Context: an optimization exercise on an open-source flow, tuned for a short achievable clock period and few clock cycles per item. The choices shown serve that exercise and are no tape-out recipe.
The RTL was checked by simulation tests, not by an equivalence proof against the original design.
Power figures rest on the tool's default switching activity, not on a simulated workload.

==> job 7931 <==
==> flow/design.v <==
`timescale 1ns / 1ps
module pipelinedcpu(Clk,Clrn,Addr,Inst,D_Addr,D_Wdata,D_We,D_Rdata);
    input Clk,Clrn;
    output [31:0]Addr;
    input [31:0]Inst;
    output [31:0]D_Addr,D_Wdata;
    output D_We;
    input [31:0]D_Rdata;
    reg  [9:0] pc;                       
    assign Addr = {20'b0, pc, 2'b00};
    wire [9:0] pc1 = pc + 10'd1;
    reg  [63:0] bh_v, bh_t;
    wire [5:0]  f_op   = Inst[31:26];
    wire        f_j    = (f_op == 6'b000010);
    wire        f_br   = (f_op[5:1] == 5'b00010);
    wire        f_zoff = (Inst[15:0] == 16'd0);
    wire [9:0]  f_btgt = pc1 + Inst[9:0];
    wire        f_pt   = f_br & ~f_zoff & (bh_v[pc[5:0]] ? bh_t[pc[5:0]] : Inst[15]);
    wire [9:0]  f_next = f_j ? Inst[9:0] : (f_pt ? f_btgt : pc1);
    reg         m_wr, m_load;
    reg  [4:0]  m_dst;
    reg  [31:0] m_res;
    wire [31:0] m_val = m_load ? D_Rdata : m_res;
    reg  [31:0] rf [1:31];
    reg  [31:0] ir;
    reg         d_valid, d_pt;
    reg  [9:0]  d_pc1, d_btgt;
    reg  [9:0]  d_alt;                       
    reg  [5:0]  d_pc;
    reg  [31:1] d_sa, d_sb;                  
    wire [5:0]  op = ir[31:26];
    wire [5:0]  fn = ir[5:0];
    wire [4:0]  rs = ir[25:21];
    wire [4:0]  rt = ir[20:16];
    wire [4:0]  rd = ir[15:11];
    wire r_type = (op == 6'b000000);
    wire i_add  = r_type & (fn == 6'b100000);
    wire i_sub  = r_type & (fn == 6'b100010);
    wire i_and  = r_type & (fn == 6'b100100);
    wire i_or   = r_type & (fn == 6'b100101);
    wire i_addi = (op == 6'b001000);
    wire i_andi = (op == 6'b001100);
    wire i_ori  = (op == 6'b001101);
    wire i_lw   = (op == 6'b100011);
    wire i_sw   = (op == 6'b101011);
    wire i_beq  = (op == 6'b000100);
    wire i_bne  = (op == 6'b000101);
    wire i_alur = i_add | i_sub | i_and | i_or;
    wire i_lgc  = i_and | i_or | i_andi | i_ori;
    wire use_rs = i_alur | i_addi | i_andi | i_ori | i_lw | i_sw | i_beq | i_bne;
    wire use_rt = i_alur | i_sw | i_beq | i_bne;
    wire use_imm = i_addi | i_andi | i_ori | i_lw | i_sw;
    wire [4:0] dst = i_alur ? rd : rt;
    wire d_wr  = (i_alur | i_addi | i_andi | i_ori | i_lw) & (dst != 5'd0);
    wire se    = i_addi | i_lw | i_sw;
    wire [31:0] imm = {{16{se & ir[15]}}, ir[15:0]};
    wire d_zoff = (ir[15:0] == 16'd0);
    wire d_beq  = d_valid & i_beq & ~d_zoff;    
    wire d_bne  = d_valid & i_bne & ~d_zoff;
    reg         e_wr, e_load, e_lgc, e_zok;     
    reg  [4:0]  e_dst;
    wire        e_zero;                      
    wire stall = d_valid & e_load & ((use_rs & (rs == e_dst)) | (use_rt & (rt == e_dst)));
    reg  [31:0] rf_a, rf_b;
    integer k;
    always @(*) begin
        rf_a = 32'd0; rf_b = 32'd0;
        for (k = 1; k < 32; k = k + 1) begin
            rf_a = rf_a | ({32{d_sa[k]}} & rf[k]);
            rf_b = rf_b | ({32{d_sb[k]}} & rf[k]);
        end
    end
    wire m_a = m_wr & (m_dst == rs);
    wire m_b = m_wr & (m_dst == rt);
    wire [31:0] qa = m_a ? m_val : rf_a;
    wire [31:0] qb = m_b ? m_val : rf_b;
    wire fa  = e_wr & (e_dst == rs);
    wire frt = e_wr & (e_dst == rt);
    wire fb  = frt & ~use_imm;
    wire id_eq  = (rs == rt) | e_zero;
    wire id_ok  = (rs == rt) | (e_zok & ((fa & (rt == 5'd0)) | (frt & (rs == 5'd0))));
    wire id_mis = (d_beq | d_bne) & id_ok & ~stall & (id_eq ^ d_pt ^ i_bne);
    reg         e_store, e_beq, e_bne, e_pt, e_inv, e_sub, e_or, e_fa, e_fb, e_frt;
    reg  [9:0]  e_alt;
    reg         s_rr, s_mr, s_rma, s_rms, s_mm, s_0;        
    reg  [31:0] e_a, e_b, e_bx, e_rt;
    reg  [5:0]  e_pc;
    wire [31:0] sum_rr  = e_a + e_bx + {31'd0, e_sub};
    wire [31:0] sum_mr  = m_res + e_bx + {31'd0, e_sub};
    wire [31:0] sum_rma = e_a + m_res;
    wire [31:0] sum_rms = e_a - m_res;
    wire [31:0] alu_a = e_fa ? m_res : e_a;
    wire [31:0] lgc_b = e_fb ? m_res : e_b;
    wire [31:0] lgc   = e_or ? (alu_a | lgc_b) : (alu_a & lgc_b);
    wire [31:0] res   = ({32{s_rr}}  & sum_rr)  | ({32{s_mr}}  & sum_mr)
                      | ({32{s_rma}} & sum_rma) | ({32{s_rms}} & sum_rms)
                      | ({32{s_mm}}  & {m_res[30:0], 1'b0}) | ({32{e_lgc}} & lgc);
    wire [31:0] addr  = e_fa ? sum_mr : sum_rr;   
    wire [31:0] sd    = e_frt ? m_res : e_rt;
    function zsum;
        input [31:0] a, b;
        input c;
        zsum = ((a ^ b) == {a[30:0] | b[30:0], c});
    endfunction
    assign e_zero = e_fa ? zsum(m_res, e_bx, e_sub) : zsum(e_a, e_bx, e_sub);
    wire eq_rr = (e_a == e_rt);
    wire eq_ma = (m_res == e_rt);
    wire eq_mb = (e_a == m_res);
    wire eq    = e_fa ? (e_frt ? 1'b1 : eq_ma) : (e_frt ? eq_mb : eq_rr);
    wire taken = (e_beq & eq) | (e_bne & ~eq);
    wire e_br  = e_beq | e_bne;
    wire ex_mis = e_br & (eq ^ e_inv);         
    reg         m_store;
    reg  [31:0] m_addr, m_sd;
    assign D_Addr  = m_addr;
    assign D_Wdata = m_sd;
    assign D_We    = m_store;
    reg        u_we, u_t;
    reg  [5:0] u_idx;
    integer i;
    always @(posedge Clk or negedge Clrn) begin
        if (Clrn == 0) begin
            pc <= 0;
            bh_v <= 0; bh_t <= 0; u_we <= 0; u_t <= 0; u_idx <= 0;
            d_valid <= 0; d_pt <= 0;
            e_wr <= 0; e_load <= 0; e_lgc <= 0; e_dst <= 0; e_store <= 0; e_beq <= 0; e_bne <= 0;
            e_pt <= 0; e_inv <= 0; e_zok <= 0; e_sub <= 0; e_or <= 0; e_fa <= 0; e_fb <= 0; e_frt <= 0;
            s_rr <= 0; s_mr <= 0; s_rma <= 0; s_rms <= 0; s_mm <= 0; s_0 <= 0;
            m_wr <= 0; m_load <= 0; m_dst <= 0; m_store <= 0;
            for (i = 1; i < 32; i = i + 1) rf[i] <= 32'd0;
        end else begin
            if (ex_mis)      pc <= e_alt;
            else if (id_mis) pc <= d_alt;
            else if (!stall) pc <= f_next;
            if (ex_mis | id_mis) d_valid <= 0;
            else if (!stall) d_valid <= 1;
            if (!stall) d_pt <= f_pt;
            if (ex_mis | stall) begin
                e_wr <= 0; e_load <= 0; e_store <= 0; e_beq <= 0; e_bne <= 0; e_pt <= 0; e_inv <= 0;
            end else begin
                e_wr <= d_valid & d_wr; e_load <= d_valid & i_lw; e_store <= d_valid & i_sw;
                e_beq <= d_beq; e_bne <= d_bne;
                e_pt <= d_pt ^ id_mis;
                e_inv <= d_pt ^ id_mis ^ i_bne;
            end
            e_dst <= dst;
            e_sub <= i_sub; e_or <= i_or | i_ori;
            e_fa <= fa; e_fb <= fb; e_frt <= frt;
            e_lgc <= i_lgc;
            e_zok <= d_wr & ~i_lw & ~i_lgc & ~fb;
            s_rr  <= ~i_lgc & ~fa & ~fb;
            s_mr  <= ~i_lgc &  fa & ~fb;
            s_rma <= ~i_lgc & ~fa &  fb & ~i_sub;
            s_rms <= ~i_lgc & ~fa &  fb &  i_sub;
            s_mm  <= ~i_lgc &  fa &  fb & ~i_sub;
            s_0   <= ~i_lgc &  fa &  fb &  i_sub;    
            m_wr <= e_wr; m_load <= e_load; m_store <= e_store; m_dst <= e_dst;
            if (m_wr) rf[m_dst] <= m_val;
            u_we <= e_br; u_t <= taken; u_idx <= e_pc;
            if (u_we) begin
                bh_v[u_idx] <= 1'b1;
                bh_t[u_idx] <= u_t;
            end
        end
    end
    always @(posedge Clk) begin
        if (!stall) begin
            ir <= Inst; d_pc <= pc[5:0]; d_pc1 <= pc1; d_btgt <= f_btgt;
            d_alt <= f_pt ? pc1 : f_btgt;
        end
        if (!stall) begin
            for (k = 1; k < 32; k = k + 1) begin
                d_sa[k] <= (Inst[25:21] == k);
                d_sb[k] <= (Inst[20:16] == k);
            end
        end
        e_a <= qa; e_b <= use_imm ? imm : qb; e_bx <= (use_imm ? imm : qb) ^ {32{i_sub}}; e_rt <= qb;
        e_pc <= d_pc;
        e_alt <= (d_pt ^ id_mis) ? d_pc1 : d_btgt;
        m_res <= res; m_addr <= addr; m_sd <= sd;
    end
endmodule
==> flow/flow/run.sh <==
#!/bin/bash
set -euo pipefail
MARGIN=$(cat flow/margin.txt)
bash standard.sh SETUP_SLACK_MARGIN=$MARGIN finish > flow_make.log 2>&1
==> flow/flow/margin.txt <==
7
==> flow/standard.sh <==
#!/bin/bash
# synth_recipe.tcl (not shown) runs the flow's synth.tcl, then flattens the netlist and writes it again
# the make line also repeats each setting of config.mk as NAME=value (left out here)
make -C /OpenROAD-flow-scripts/flow DESIGN_CONFIG=/design/flow/config.mk WORK_HOME=/design/flow/orfs CLKGATE_MAP_FILE= SYNTH_SCRIPT=/design/flow/synth_recipe.tcl "${@:-finish}"
==> flow/config.mk <==
export PLATFORM = sky130hd
export DESIGN_NAME = pipelinedcpu
export DESIGN_NICKNAME = pipelinedcpu
export VERILOG_FILES = /design/flow/design.v
export SDC_FILE = /design/flow/constraint.sdc
export NUM_CORES = 4
export LEC_CHECK = 0
export ABC_CLOCK_PERIOD_IN_PS = 2500
export CAP_MARGIN = 20
export CORE_MARGIN = 2
export CORE_UTILIZATION = 40
export SLEW_MARGIN = 20
==> flow/constraint.sdc <==
create_clock -name core_clock -period 10.0 [get_ports {Clk}]
set_input_delay 2.0000 -clock core_clock [delete_from_list [all_inputs] [get_ports {Clk}]]
set_output_delay 2.0000 -clock core_clock [all_outputs]
set_load 0.01 [all_outputs]
==> job 7543: changes against job 7931 <==
--- a/flow/design.v
+++ b/flow/design.v
@@ -7,6 +7,7 @@
     output D_We;
     input [31:0]D_Rdata;
     reg  [9:0] pc;                       
+    reg        run;
     assign Addr = {20'b0, pc, 2'b00};
     wire [9:0] pc1 = pc + 10'd1;
     reg  [63:0] bh_v, bh_t;
@@ -60,7 +61,8 @@
     reg         e_wr, e_load, e_lgc, e_zok;     
     reg  [4:0]  e_dst;
     wire        e_zero;                      
-    wire stall = d_valid & e_load & ((use_rs & (rs == e_dst)) | (use_rt & (rt == e_dst)));
+    wire stall = d_valid & ((e_load & ((use_rs & (rs == e_dst)) | (use_rt & (rt == e_dst))))
+                          | (e_wr & i_add & (rs == e_dst) & (rt == e_dst)));
     reg  [31:0] rf_a, rf_b;
     integer k;
     always @(*) begin
@@ -82,7 +84,7 @@
     wire id_mis = (d_beq | d_bne) & id_ok & ~stall & (id_eq ^ d_pt ^ i_bne);
     reg         e_store, e_beq, e_bne, e_pt, e_inv, e_sub, e_or, e_fa, e_fb, e_frt;
     reg  [9:0]  e_alt;
-    reg         s_rr, s_mr, s_rma, s_rms, s_mm, s_0;        
+    reg         s_rr, s_mr, s_rma, s_rms;    
     reg  [31:0] e_a, e_b, e_bx, e_rt;
     reg  [5:0]  e_pc;
     wire [31:0] sum_rr  = e_a + e_bx + {31'd0, e_sub};
@@ -94,7 +96,7 @@
     wire [31:0] lgc   = e_or ? (alu_a | lgc_b) : (alu_a & lgc_b);
     wire [31:0] res   = ({32{s_rr}}  & sum_rr)  | ({32{s_mr}}  & sum_mr)
                       | ({32{s_rma}} & sum_rma) | ({32{s_rms}} & sum_rms)
-                      | ({32{s_mm}}  & {m_res[30:0], 1'b0}) | ({32{e_lgc}} & lgc);
+                      | ({32{e_lgc}} & lgc);
     wire [31:0] addr  = e_fa ? sum_mr : sum_rr;   
     wire [31:0] sd    = e_frt ? m_res : e_rt;
     function zsum;
@@ -120,19 +122,17 @@
     integer i;
     always @(posedge Clk or negedge Clrn) begin
         if (Clrn == 0) begin
-            pc <= 0;
+            run <= 0;
             bh_v <= 0; bh_t <= 0; u_we <= 0; u_t <= 0; u_idx <= 0;
             d_valid <= 0; d_pt <= 0;
             e_wr <= 0; e_load <= 0; e_lgc <= 0; e_dst <= 0; e_store <= 0; e_beq <= 0; e_bne <= 0;
             e_pt <= 0; e_inv <= 0; e_zok <= 0; e_sub <= 0; e_or <= 0; e_fa <= 0; e_fb <= 0; e_frt <= 0;
-            s_rr <= 0; s_mr <= 0; s_rma <= 0; s_rms <= 0; s_mm <= 0; s_0 <= 0;
+            s_rr <= 0; s_mr <= 0; s_rma <= 0; s_rms <= 0;
             m_wr <= 0; m_load <= 0; m_dst <= 0; m_store <= 0;
             for (i = 1; i < 32; i = i + 1) rf[i] <= 32'd0;
         end else begin
-            if (ex_mis)      pc <= e_alt;
-            else if (id_mis) pc <= d_alt;
-            else if (!stall) pc <= f_next;
-            if (ex_mis | id_mis) d_valid <= 0;
+            run <= 1;
+            if (ex_mis | id_mis | ~run) d_valid <= 0;
             else if (!stall) d_valid <= 1;
             if (!stall) d_pt <= f_pt;
             if (ex_mis | stall) begin
@@ -152,8 +152,6 @@
             s_mr  <= ~i_lgc &  fa & ~fb;
             s_rma <= ~i_lgc & ~fa &  fb & ~i_sub;
             s_rms <= ~i_lgc & ~fa &  fb &  i_sub;
-            s_mm  <= ~i_lgc &  fa &  fb & ~i_sub;
-            s_0   <= ~i_lgc &  fa &  fb &  i_sub;    
             m_wr <= e_wr; m_load <= e_load; m_store <= e_store; m_dst <= e_dst;
             if (m_wr) rf[m_dst] <= m_val;
             u_we <= e_br; u_t <= taken; u_idx <= e_pc;
@@ -164,6 +162,10 @@
         end
     end
     always @(posedge Clk) begin
+        if (!run)        pc <= 10'd0;
+        else if (ex_mis) pc <= e_alt;
+        else if (id_mis) pc <= d_alt;
+        else if (!stall) pc <= f_next;
         if (!stall) begin
             ir <= Inst; d_pc <= pc[5:0]; d_pc1 <= pc1; d_btgt <= f_btgt;
             d_alt <= f_pt ? pc1 : f_btgt;
==> flow/flow/margin.txt (replaced) <==
8
==> job 4341: changes against job 7931 <==
--- a/flow/design.v
+++ b/flow/design.v
@@ -7,6 +7,7 @@
     output D_We;
     input [31:0]D_Rdata;
     reg  [9:0] pc;                       
+    reg        run;
     assign Addr = {20'b0, pc, 2'b00};
     wire [9:0] pc1 = pc + 10'd1;
     reg  [63:0] bh_v, bh_t;
@@ -60,7 +61,8 @@
     reg         e_wr, e_load, e_lgc, e_zok;     
     reg  [4:0]  e_dst;
     wire        e_zero;                      
-    wire stall = d_valid & e_load & ((use_rs & (rs == e_dst)) | (use_rt & (rt == e_dst)));
+    wire stall = d_valid & ((e_load & ((use_rs & (rs == e_dst)) | (use_rt & (rt == e_dst))))
+                          | (e_wr & i_add & (rs == e_dst) & (rt == e_dst)));
     reg  [31:0] rf_a, rf_b;
     integer k;
     always @(*) begin
@@ -82,7 +84,7 @@
     wire id_mis = (d_beq | d_bne) & id_ok & ~stall & (id_eq ^ d_pt ^ i_bne);
     reg         e_store, e_beq, e_bne, e_pt, e_inv, e_sub, e_or, e_fa, e_fb, e_frt;
     reg  [9:0]  e_alt;
-    reg         s_rr, s_mr, s_rma, s_rms, s_mm, s_0;        
+    reg         s_rr, s_mr, s_rma, s_rms;    
     reg  [31:0] e_a, e_b, e_bx, e_rt;
     reg  [5:0]  e_pc;
     wire [31:0] sum_rr  = e_a + e_bx + {31'd0, e_sub};
@@ -94,7 +96,7 @@
     wire [31:0] lgc   = e_or ? (alu_a | lgc_b) : (alu_a & lgc_b);
     wire [31:0] res   = ({32{s_rr}}  & sum_rr)  | ({32{s_mr}}  & sum_mr)
                       | ({32{s_rma}} & sum_rma) | ({32{s_rms}} & sum_rms)
-                      | ({32{s_mm}}  & {m_res[30:0], 1'b0}) | ({32{e_lgc}} & lgc);
+                      | ({32{e_lgc}} & lgc);
     wire [31:0] addr  = e_fa ? sum_mr : sum_rr;   
     wire [31:0] sd    = e_frt ? m_res : e_rt;
     function zsum;
@@ -120,19 +122,17 @@
     integer i;
     always @(posedge Clk or negedge Clrn) begin
         if (Clrn == 0) begin
-            pc <= 0;
+            run <= 0;
             bh_v <= 0; bh_t <= 0; u_we <= 0; u_t <= 0; u_idx <= 0;
             d_valid <= 0; d_pt <= 0;
             e_wr <= 0; e_load <= 0; e_lgc <= 0; e_dst <= 0; e_store <= 0; e_beq <= 0; e_bne <= 0;
             e_pt <= 0; e_inv <= 0; e_zok <= 0; e_sub <= 0; e_or <= 0; e_fa <= 0; e_fb <= 0; e_frt <= 0;
-            s_rr <= 0; s_mr <= 0; s_rma <= 0; s_rms <= 0; s_mm <= 0; s_0 <= 0;
+            s_rr <= 0; s_mr <= 0; s_rma <= 0; s_rms <= 0;
             m_wr <= 0; m_load <= 0; m_dst <= 0; m_store <= 0;
             for (i = 1; i < 32; i = i + 1) rf[i] <= 32'd0;
         end else begin
-            if (ex_mis)      pc <= e_alt;
-            else if (id_mis) pc <= d_alt;
-            else if (!stall) pc <= f_next;
-            if (ex_mis | id_mis) d_valid <= 0;
+            run <= 1;
+            if (ex_mis | id_mis | ~run) d_valid <= 0;
             else if (!stall) d_valid <= 1;
             if (!stall) d_pt <= f_pt;
             if (ex_mis | stall) begin
@@ -152,8 +152,6 @@
             s_mr  <= ~i_lgc &  fa & ~fb;
             s_rma <= ~i_lgc & ~fa &  fb & ~i_sub;
             s_rms <= ~i_lgc & ~fa &  fb &  i_sub;
-            s_mm  <= ~i_lgc &  fa &  fb & ~i_sub;
-            s_0   <= ~i_lgc &  fa &  fb &  i_sub;    
             m_wr <= e_wr; m_load <= e_load; m_store <= e_store; m_dst <= e_dst;
             if (m_wr) rf[m_dst] <= m_val;
             u_we <= e_br; u_t <= taken; u_idx <= e_pc;
@@ -164,6 +162,10 @@
         end
     end
     always @(posedge Clk) begin
+        if (!run)        pc <= 10'd0;
+        else if (ex_mis) pc <= e_alt;
+        else if (id_mis) pc <= d_alt;
+        else if (!stall) pc <= f_next;
         if (!stall) begin
             ir <= Inst; d_pc <= pc[5:0]; d_pc1 <= pc1; d_btgt <= f_btgt;
             d_alt <= f_pt ? pc1 : f_btgt;
@@ -176,7 +178,7 @@
         end
         e_a <= qa; e_b <= use_imm ? imm : qb; e_bx <= (use_imm ? imm : qb) ^ {32{i_sub}}; e_rt <= qb;
         e_pc <= d_pc;
-        e_alt <= (d_pt ^ id_mis) ? d_pc1 : d_btgt;
+        e_alt <= d_alt;
         m_res <= res; m_addr <= addr; m_sd <= sd;
     end
 endmodule
CORE_UTILIZATION = 55   (was 40)
==> job 3056: changes against job 7931 <==
--- a/flow/design.v
+++ b/flow/design.v
@@ -7,6 +7,7 @@
     output D_We;
     input [31:0]D_Rdata;
     reg  [9:0] pc;                       
+    reg        run;
     assign Addr = {20'b0, pc, 2'b00};
     wire [9:0] pc1 = pc + 10'd1;
     reg  [63:0] bh_v, bh_t;
@@ -60,7 +61,8 @@
     reg         e_wr, e_load, e_lgc, e_zok;     
     reg  [4:0]  e_dst;
     wire        e_zero;                      
-    wire stall = d_valid & e_load & ((use_rs & (rs == e_dst)) | (use_rt & (rt == e_dst)));
+    wire stall = d_valid & ((e_load & ((use_rs & (rs == e_dst)) | (use_rt & (rt == e_dst))))
+                          | (e_wr & i_add & (rs == e_dst) & (rt == e_dst)));
     reg  [31:0] rf_a, rf_b;
     integer k;
     always @(*) begin
@@ -82,7 +84,7 @@
     wire id_mis = (d_beq | d_bne) & id_ok & ~stall & (id_eq ^ d_pt ^ i_bne);
     reg         e_store, e_beq, e_bne, e_pt, e_inv, e_sub, e_or, e_fa, e_fb, e_frt;
     reg  [9:0]  e_alt;
-    reg         s_rr, s_mr, s_rma, s_rms, s_mm, s_0;        
+    reg         s_rr, s_mr, s_rma, s_rms;    
     reg  [31:0] e_a, e_b, e_bx, e_rt;
     reg  [5:0]  e_pc;
     wire [31:0] sum_rr  = e_a + e_bx + {31'd0, e_sub};
@@ -94,7 +96,7 @@
     wire [31:0] lgc   = e_or ? (alu_a | lgc_b) : (alu_a & lgc_b);
     wire [31:0] res   = ({32{s_rr}}  & sum_rr)  | ({32{s_mr}}  & sum_mr)
                       | ({32{s_rma}} & sum_rma) | ({32{s_rms}} & sum_rms)
-                      | ({32{s_mm}}  & {m_res[30:0], 1'b0}) | ({32{e_lgc}} & lgc);
+                      | ({32{e_lgc}} & lgc);
     wire [31:0] addr  = e_fa ? sum_mr : sum_rr;   
     wire [31:0] sd    = e_frt ? m_res : e_rt;
     function zsum;
@@ -120,19 +122,17 @@
     integer i;
     always @(posedge Clk or negedge Clrn) begin
         if (Clrn == 0) begin
-            pc <= 0;
+            run <= 0;
             bh_v <= 0; bh_t <= 0; u_we <= 0; u_t <= 0; u_idx <= 0;
             d_valid <= 0; d_pt <= 0;
             e_wr <= 0; e_load <= 0; e_lgc <= 0; e_dst <= 0; e_store <= 0; e_beq <= 0; e_bne <= 0;
             e_pt <= 0; e_inv <= 0; e_zok <= 0; e_sub <= 0; e_or <= 0; e_fa <= 0; e_fb <= 0; e_frt <= 0;
-            s_rr <= 0; s_mr <= 0; s_rma <= 0; s_rms <= 0; s_mm <= 0; s_0 <= 0;
+            s_rr <= 0; s_mr <= 0; s_rma <= 0; s_rms <= 0;
             m_wr <= 0; m_load <= 0; m_dst <= 0; m_store <= 0;
             for (i = 1; i < 32; i = i + 1) rf[i] <= 32'd0;
         end else begin
-            if (ex_mis)      pc <= e_alt;
-            else if (id_mis) pc <= d_alt;
-            else if (!stall) pc <= f_next;
-            if (ex_mis | id_mis) d_valid <= 0;
+            run <= 1;
+            if (ex_mis | id_mis | ~run) d_valid <= 0;
             else if (!stall) d_valid <= 1;
             if (!stall) d_pt <= f_pt;
             if (ex_mis | stall) begin
@@ -152,8 +152,6 @@
             s_mr  <= ~i_lgc &  fa & ~fb;
             s_rma <= ~i_lgc & ~fa &  fb & ~i_sub;
             s_rms <= ~i_lgc & ~fa &  fb &  i_sub;
-            s_mm  <= ~i_lgc &  fa &  fb & ~i_sub;
-            s_0   <= ~i_lgc &  fa &  fb &  i_sub;    
             m_wr <= e_wr; m_load <= e_load; m_store <= e_store; m_dst <= e_dst;
             if (m_wr) rf[m_dst] <= m_val;
             u_we <= e_br; u_t <= taken; u_idx <= e_pc;
@@ -164,6 +162,10 @@
         end
     end
     always @(posedge Clk) begin
+        if (!run)        pc <= 10'd0;
+        else if (ex_mis) pc <= e_alt;
+        else if (id_mis) pc <= d_alt;
+        else if (!stall) pc <= f_next;
         if (!stall) begin
             ir <= Inst; d_pc <= pc[5:0]; d_pc1 <= pc1; d_btgt <= f_btgt;
             d_alt <= f_pt ? pc1 : f_btgt;
==> results.txt <==
Against job 7931, the synthesized area of job 3056 is smaller by about 0.5%. In job 7543 the synthesized cell count is smaller than in job 7931, by about 0.5%. In job 3056 the register-to-register slack is better than in job 4341, by 0.16 ns. Of job 3056 and job 4341, job 3056 has the higher sequential power (gap about 2%, measured against job 4341). Job 7543 never finished: it broke off in global routing (5_1_grt) with RSZ-0074. Job 7931 finished with timing, DRC and antenna clean. Job 4341 completed without violations. Job 3056 ran to the end with no violations.
==> figures <==
|  | job 7931 | job 3056 | job 4341 | job 7543 |
|---|---|---|---|---|
| Run status | no timing/DRC/antenna violations | no timing/DRC/antenna violations | no timing/DRC/antenna violations | did not finish |
| Failing step | - | - | - | global routing (5_1_grt) |
| Clk sinks | 1541 | 1541 | 1521 | 1541 |
| Effective utilization at floorplan | 0.4019 | 0.4033 | 0.5546 | 0.4033 |
| Antenna diodes | 16 | 22 | 31 | - |
| Total core area | 192200 um2 | 190600 um2 | 137500 um2 | - |
| Reg power frac | 0.331 | 0.331 | 0.327 | - |
| Count of multi-input gates | 5627 | 5598 | 5624 | - |
| Horizontal die dimension | 443.4 um | 442.3 um | 376.3 um | 442.3 um |
| Largest cell class by area | multi-input combinational cells | multi-input combinational cells | multi-input combinational cells | - |
| Worst setup path startpoint | e_sub | m_res[9] | e_sub | - |
Testbench counts of job 7931, summed over its fixed seeds: cycles 30,408, instrs 28,142.
Testbench counts of job 7543, summed over its fixed seeds: cycles 30,454, instrs 28,142.
Testbench counts of job 4341, summed over its fixed seeds: cycles 30,454, instrs 28,142.
Testbench counts of job 3056, summed over its fixed seeds: cycles 30,454, instrs 28,142.

re-timing with driven ports:
No port has a modelled driver above. Below, the same layouts with a new extraction and two added sets of constraints. Step 1, drivers: a clkbuf_16 drives Clk and a buf_2 each remaining input, both assumed. Step 2 adds t to the input delays and takes it off the output delays; t is the mean of the earliest and latest rising clock arrival at the registers after step 1. Input paths then give back, and output paths get back, about the clock's delay inside the block. a / b / c = ideal ports / drivers / drivers and shift; a / b = the first two.
run	t (ns)	slack for setup (ns)	cell pins on the clock port's net
job 7931	0.893	6.427 / 6.392 / 5.747	1
job 4341	0.891	6.294 / 6.294 / 5.621	1
job 3056	0.930	6.451 / 6.451 / 5.779	1
After both steps every run listed still meets setup and hold. The setup slack of job 7931, which loses most, moves by -0.035 ns with the drivers and by -0.680 ns with both steps.
